Background: an optimization exercise with open tools, aiming at small area, a short achievable clock period and few clock cycles. Do not read the settings as production practice. The RTL was checked by simulation tests, not by an equivalence proof against the original design. Power figures rest on the tool's default switching activity, not on a simulated workload.

## design.v

```verilog
`timescale 1ns/10ps
module  ATCONV(
	input		clk,
	input		reset,
	output	reg	busy,	
	input		ready,	
	output reg	[11:0]	iaddr,
	input signed [12:0]	idata,
	output	reg 	cwr,
	output  reg	[11:0]	caddr_wr,
	output reg 	[12:0] 	cdata_wr,
	output	 	crd,
	output 	[11:0] 	caddr_rd,
	input 	[12:0] 	cdata_rd,
	output reg 	csel
	);
reg [2:0] Currentstate, Nextstate;
localparam CHECK_IMG_RD = 3'd0;
localparam GET_DATA_FROM_MEM = 3'd1;
localparam CONVOLUTION = 3'd2;
localparam WRITE_RELU_LAYER0= 3'd3;
localparam WRITE_LAYER1 = 3'd4;
localparam RESULT = 3'd5;
reg [12:0] sum_conv;				 
reg [11:0] image_mem_idx;    
reg [10:0] layer1_mem_idx;   
reg [11:0] current_pixel; 
reg [3:0] counter_for_8;   
reg [1:0] counter_for_4;   
wire [2:0] filter_shift[8:0];
wire [11:0] next_mem_offset[3:0];
wire [12:0] bias;
reg [12:0] max_data;
assign filter_shift[0] = 3'd0;  
assign filter_shift[1] = 3'd4;  
assign filter_shift[2] = 3'd4;
assign filter_shift[3] = 3'd4;
assign filter_shift[4] = 3'd4;
assign filter_shift[5] = 3'd2;
assign filter_shift[6] = 3'd2;  
assign filter_shift[7] = 3'd3;  
assign filter_shift[8] = 3'd3;
assign bias = 13'h1FF4;         
assign next_mem_offset[0] =  12'd1;
assign next_mem_offset[1] =  12'd63;
assign next_mem_offset[2] =  12'd1;
assign next_mem_offset[3] =  12'hFC1;  
assign crd = 1'b0;
assign caddr_rd = 12'd0;
always @(counter_for_8 or current_pixel) begin
	case (counter_for_8)
		0 : begin
			image_mem_idx <= current_pixel;
		end
		1 : begin
			image_mem_idx <= {current_pixel[11:6] - {current_pixel[11:6] > 6'd1, current_pixel[11:6] == 6'd1}, current_pixel[5:0] - {current_pixel[5:0] > 6'd1, current_pixel[5:0] == 6'd1}};
		end
		2 : begin
			image_mem_idx <= {current_pixel[11:6] - {current_pixel[11:6] > 6'd1, current_pixel[11:6] == 6'd1}, current_pixel[5:0] + {current_pixel[5:0] < 6'd62, current_pixel[5:0] == 6'd62}};
		end
		3 : begin
			image_mem_idx <= {current_pixel[11:6] + {current_pixel[11:6] < 6'd62, current_pixel[11:6] == 6'd62}, current_pixel[5:0] - {current_pixel[5:0] > 6'd1, current_pixel[5:0] == 6'd1}};
		end
		4 : begin
			image_mem_idx <= {current_pixel[11:6] + {current_pixel[11:6] < 6'd62, current_pixel[11:6] == 6'd62}, current_pixel[5:0] + {current_pixel[5:0] < 6'd62, current_pixel[5:0] == 6'd62}};
		end
		5 : begin
			image_mem_idx <= {current_pixel[11:6], current_pixel[5:0] + {current_pixel[5:0] < 6'd62, current_pixel[5:0] == 6'd62}};
		end
		6 : begin
			image_mem_idx <= {current_pixel[11:6], current_pixel[5:0] - {current_pixel[5:0] > 6'd1, current_pixel[5:0] == 6'd1}};
		end
		7 : begin
			image_mem_idx <= {current_pixel[11:6] - {current_pixel[11:6] > 6'd1, current_pixel[11:6] == 6'd1}, current_pixel[5:0]};
		end
		8 : begin
			image_mem_idx <= {current_pixel[11:6] + {current_pixel[11:6] < 6'd62, current_pixel[11:6] == 6'd62}, current_pixel[5:0]};
		end
		default: begin image_mem_idx <= current_pixel; end  
	endcase
end
always @(posedge clk) begin
	if (reset) begin
		Currentstate <= CHECK_IMG_RD;
	end
	else begin
		Currentstate <= Nextstate;
	end 
end
always @(*) begin
	case (Currentstate)
		CHECK_IMG_RD : begin
			if (ready) begin
				Nextstate <= GET_DATA_FROM_MEM;
			end
			else begin
				Nextstate <= CHECK_IMG_RD;
			end
		end 
		GET_DATA_FROM_MEM : begin
			if (layer1_mem_idx < 11'd1024) begin
				Nextstate <= CONVOLUTION;
			end
			else begin
				Nextstate <= RESULT;
			end
		end
		CONVOLUTION : begin
			if (counter_for_8 < 4'd9) begin
				Nextstate <= CONVOLUTION;
			end
			else begin
				Nextstate <= WRITE_RELU_LAYER0;
			end
		end
		WRITE_RELU_LAYER0 : begin
			if (counter_for_4 < 2'd3) begin
				Nextstate <= GET_DATA_FROM_MEM;
			end
			else begin
				Nextstate <= WRITE_LAYER1;
			end
		end
		WRITE_LAYER1 : begin
			Nextstate <= GET_DATA_FROM_MEM;
		end
		RESULT : begin
			Nextstate <= CHECK_IMG_RD;	
		end
		default: begin Nextstate <= CHECK_IMG_RD; end 
	endcase
end
always @(posedge clk) begin
	if (reset) begin
		sum_conv <= bias;  	 
		busy <= 1'd0;  			 
		csel <= 1'd0;
		cwr <= 1'd0;
		iaddr <= 12'd0;
		counter_for_8 <= 4'd0;
		counter_for_4 <= 2'd0;
		current_pixel <= 12'd0;
		layer1_mem_idx <= 11'd0;
		max_data <= 13'd0;
	end
	else begin
		case (Currentstate) 
			CHECK_IMG_RD : begin
				busy <= ready;
			end 
			GET_DATA_FROM_MEM : begin
				iaddr <= image_mem_idx;
				counter_for_8 <= 4'd1;
			end
			CONVOLUTION : begin
				iaddr <= image_mem_idx;
				if (filter_shift[counter_for_8 - 4'd1]) begin
					sum_conv <= sum_conv + (~(idata >> filter_shift[counter_for_8 - 4'd1]) + 13'd1);
				end 
				else begin
					sum_conv <= sum_conv + idata;
				end
				if (counter_for_8 == 4'd9) begin
					counter_for_8 <= 4'd0;
				end
				else begin
					counter_for_8 <= counter_for_8 + 4'd1;
				end
			end
			WRITE_RELU_LAYER0 : begin
				cwr <= 1'd1;   
				csel <= 1'd0;  
				caddr_wr <= current_pixel;  
				current_pixel <= current_pixel + next_mem_offset[counter_for_4];
				if (sum_conv & 13'b1_0000_0000_0000) begin
					cdata_wr <= 13'd0;
				end else begin
					cdata_wr <= sum_conv;
					if (max_data < sum_conv) begin
						max_data <= sum_conv;
					end 
				end
				sum_conv <= bias;
				counter_for_4 <= counter_for_4 + 2'd1;
			end
			WRITE_LAYER1 : begin
				csel <= 1'd1;  
				caddr_wr <= layer1_mem_idx;  
				cdata_wr <= ((max_data >> 4) + (max_data[3:0] != 4'd0)) << 4;
				max_data <= 13'd0;
				layer1_mem_idx <= layer1_mem_idx + 11'd1; 
				current_pixel <= current_pixel + ((layer1_mem_idx[4:0] == 5'd31) << 6);
			end
			RESULT : begin
				busy <= 1'd0;
			end
			default: begin
			end 
		endcase
	end
end
endmodule
```

## run.sh

```bash
#!/bin/bash
# synth_recipe.tcl (not shown) runs the flow's synth.tcl, then flattens the netlist and writes it again
# the make line also repeats each setting of config.mk as NAME=value (left out here)
make -C /OpenROAD-flow-scripts/flow DESIGN_CONFIG=/design/flow/config.mk WORK_HOME=/design/flow/orfs CLKGATE_MAP_FILE= SYNTH_SCRIPT=/design/flow/synth_recipe.tcl finish
```

## config.mk

```make
export PLATFORM = sky130hd
export DESIGN_NAME = ATCONV
export DESIGN_NICKNAME = ATCONV
export VERILOG_FILES = /design/flow/design.v
export SDC_FILE = /design/flow/constraint.sdc
export NUM_CORES = 4
export LEC_CHECK = 0
export CAP_MARGIN = 20
export CORE_MARGIN = 2
export CORE_UTILIZATION = 40
export PLACE_DENSITY = 0.6
export SLEW_MARGIN = 20
```

## constraint.sdc

```tcl
create_clock -name core_clock -period 5.0 [get_ports {clk}]
set_input_delay 1.0000 -clock core_clock [delete_from_list [all_inputs] [get_ports {clk}]]
set_output_delay 1.0000 -clock core_clock [all_outputs]
set_load 0.01 [all_outputs]
```

==> notes.md <==
## path summary, 6_finish.rpt
path,start,end,cells after the start
worst min-delay path,cwr$_SDFFE_PP0P_,cwr$_SDFFE_PP0P_,2
worst max register to register,counter_for_8[3]$_SDFFE_PP0P_,sum_conv[6]$_SDFFE_PP1P_,12
worst max-delay path,counter_for_8[3]$_SDFFE_PP0P_,sum_conv[6]$_SDFFE_PP1P_,12
worst min register to register,cwr$_SDFFE_PP0P_,cwr$_SDFFE_PP0P_,2
## tightest hold or removal path, delay by kind of cell (launching register included)
| family | cells | cell delay, ns |
|---|---|---|
| AND/OR/NAND/NOR | 2 | 0.12 |
| flip-flops | 1 | 0.34 |
## per-layer routing
layer,GRT usage (%),share of wire (%)
met1,30.1,51
met2,28.9,42
met3,1.86,4.4
met4,7.37,2.3
met5,0,0
## cell usage in the layout, fill, tap and decap left out, types with 11 or more instances in the layout
cell type	instances
dfxtp_1	72
nand3_1	16
conb_1	13
a21oi_1	81
o21a_1	11
a211oi_1	17
or3_1	17
nand2_1	102
a21o_1	15
mux2i_1	13
edfxtp_1	25
ha_1	61
o31ai_1	11
xnor2_1	22
xor2_1	16
nor2_1	80
inv_1	31
o21ai_0	80
nand2b_1	11
clkdlybuf4s50_1	54
a31oi_1	15
buf_4	11
nand4_1	20
nor3_1	29
## sequential cells by signal, indices dropped and copies added, names as in the netlist, 3 cells and up
signal,cells
current_pixel,12
counter_for_8,4
max_data,12
iaddr,12
sum_conv,13
caddr_wr,12
layer1_mem_idx,11
cdata_wr,13
Currentstate,3
## layout make-up
type | instances | area [sq um] | share of cell area [%]
Tap cell | 234 | 293 | 3.44
Clock buffer | 9 | 225 | 2.65
Sequential cell | 97 | 2190 | 25.8
Inverter | 33 | 125 | 1.47
Timing Repair Buffer | 66 | 628 | 7.39
Clock inverter | 7 | 68.8 | 0.809
Multi-Input combinational cell | 767 | 4970 | 58.5
## power by group through the flow
stage	combinational (mW)	clock [mW]	sequential, mW
after CTS	0.449	0.708	0.887
after global routing	0.506	0.734	0.892
final	0.453	0.691	0.887
after global placement	0.445	0	0.904
after detailed placement	0.446	0	0.904
after floorplan	0.335	0	0.883
## cell families after synthesis
group,after synthesis
xor+xnor,38
simple gates,327
compound gates,304
buf+inv,106
flops,97
other cells,1
mux,19
fa+ha+maj,66
## metrics by stage
step / area (sq um) / total power [mW]
6_report: 8500 / 2.03
4_1_cts: 8500 / 2.04
5_1_grt: 8500 / 2.13
3_3_place_gp: 8210 / 1.35
3_5_place_dp: 8210 / 1.35
2_1_floorplan: 7630 / 1.22
==> flow_metrics.py <==
metrics = {
    "timing": {
        "clock_skew_ns": 0.0102,
        "tns_ns": 0,
        "hold_violations": 0,
        "rsz0062_at_grt": "no",
        "max_slew.worst_pin.slew_ns": 1.06,
        "fin_crit_sh_pct": 77.8,
        "fin_crit_ns": 3.89,
        "drv_slew": 0,
        "whs_ns": 0.487,
        "fin_ws_ns": 1.11,
        "final-setup-viol-count": 0,
        "relSlewSlack_pct": 28.5,
        "max_freq_mhz": 257,
    },
    "final_layout": {
        "fin_util_pct": 45.6,
        "fin_nets": 1069,
        "syn_to_final_growth_pct": 12.1,
        "drive_above_1_share_pct": 4.60,
        "fin_cells": 1213,
        "n_fill_cell": 1909,
        "n_antenna_cell": 0,
    },
    "drt": {
        "drc_errors": 0,
        "drt_iter0_markers": 497,
        "drt.antenna.violating_nets": 0,
        "drt-pass1-iter-count": 5,
        "drt-wirelength-per-cell_um": 16.4,
        "vias": 7000,
        "finalWirelength_um": 19900,
        "drt-vias-per-instance": 5.77,
    },
    "synthesis": {
        "ys_seq_area_share_pct": 28.9,
        "synth.most_common_cell": "nand2_1",
        "syn_area_sq_um": 7590,
        "ys_types": 73,
        "synth_fa_ha_area_share_pct": 11.4,
        "synth_seq_cells": 97,
        "synth.avg_cell_area_sq_um": 7.92,
        "synth.area.top_cells": "dfxtp_1, ha_1, edfxtp_1, a21oi_1, o21ai_0",
        "yosys-top-cells-count": "nand2_1, a21oi_1, nor2_1",
        "yosysWarnings": 1,
        "synth-xor-area-share_pct": 4.39,
        "synth_area_leader_cell": "dfxtp_1",
        "synthMuxAreaShare_pct": 2.66,
        "synth_top_family_by_area": "compound AO/OA/AOI/OAI gates",
        "ys.flop_type": "dfxtp_1",
        "synth_top_area_share_pct": 19.0,
        "ys_async_sr_fraction_pct": 0,
        "synth-edff-count": 25,
        "synth-compound-area-share_pct": 25.3,
        "synthSimpleGateAreaFrac_pct": 21.0,
        "synthCells": 958,
    },
    "cts": {
        "root_buffer": "clkbuf_16",
        "htreeDepth": 3,
        "cts_resized": 0,
        "cts.sinks": 97,
        "post_cts_buffers": 0,
        "cts_buffers": 9,
        "clk_latency_ns": 0.35,
        "clkTransAtPathRegs_ns": 0.07,
        "cts_tree": "done",
        "ctsHoldBuffers": 0,
        "clk_path_buf_depth": 2,
    },
    "power_and_ir_drop": {
        "power_density_nw_per_um2": 239,
        "seqPwrFrac_pct": 43.7,
        "pwr-share-comb_pct": 22.3,
        "pwr-share-clk_pct": 34.0,
        "swShare_pct": 30.1,
        "power.leakage_nw": 3.34,
        "intPower_mw": 1.42,
        "power.switching_uw": 612,
        "peakVddDrop_mv": 0.111,
    },
    "die": {
        "top_level_ports": 82,
        "die_h_um": 142,
        "die_x_um": 142,
        "start_util_pct": 40.7,
        "die_area_sq_um": 20100,
        "rows": 50,
        "core_sq_um": 18600,
    },
    "worst_hold_path": {
        "min-delay-path-class": "reg -> reg",
    },
    "setup_path": {
        "cp_cell_sequence": "clkinv_2 -> mux2i_1 -> o22ai_1 -> a21oi_1 -> o21ai_0 -> ha_1 -> nor2b_1 -> o31ai_1 -> a21boi_0 -> or4_1 -> nand3_1 -> a32oi_1",
        "endpoint_kind": "register",
        "crit_buf_inv": 1,
        "cp_slowest_cell": "dfxtp_1",
        "r2r_slack_ns": 1.11,
        "cp.required_ns": 5.22,
        "cp_slowest_stage_delay_ns": 0.61,
        "cp.arrival_ns": 4.11,
        "crit_path_start_kind": "register",
        "critical_path.top_delay_family": "compound AO/OA/AOI/OAI gates",
        "cp_max_fo": 13,
        "crit_type": "reg -> reg",
    },
    "place": {
        "pre_cts_ws_ns": 0.830,
        "dp_cells": 1197,
        "hpwlAfterDp_um": 14800,
        "gp_congestion": 0.924,
        "io_buffers": 55,
    },
    "grt": {
        "antenna_found_initial": 0,
        "grt_max_degree": 35,
        "grt_pass1_vias": 6272,
        "grt-ovfl-total": 0,
        "grt_usage_pct": 19.8,
        "grt_pass1_wl_um": 32200,
    },
    "run_status": {
        "outcome": "no timing/DRC/antenna violations",
    },
    "run": {
        "drv_cap": 0,
    },
}
Testbench counts, summed over its fixed seeds: cycles 737,328.

[separate check: timing with driven ports]
How much do the figures lean on ideal ports? The routed layout below was timed once more, with nothing changed but the port constraints.
Step 1 assumes that a clkbuf_16 drives the clock port and a buf_2 every other input.
Step 2 also shifts input and output timing later by t, the mid clock arrival at the registers, as if the neighbouring blocks saw the same clock.
Three values: ideal, step 1, step 2; two values: the first two.
t, ns: 0.383
setup slack, ns: 1.110 / 1.110 / 0.793
latest minus earliest clock arrival (ns): 0.010 / 0.010
After both steps setup and hold are still met in this run. The setup slack of this run moves by 0.000 ns with the drivers and by -0.317 ns with both steps.
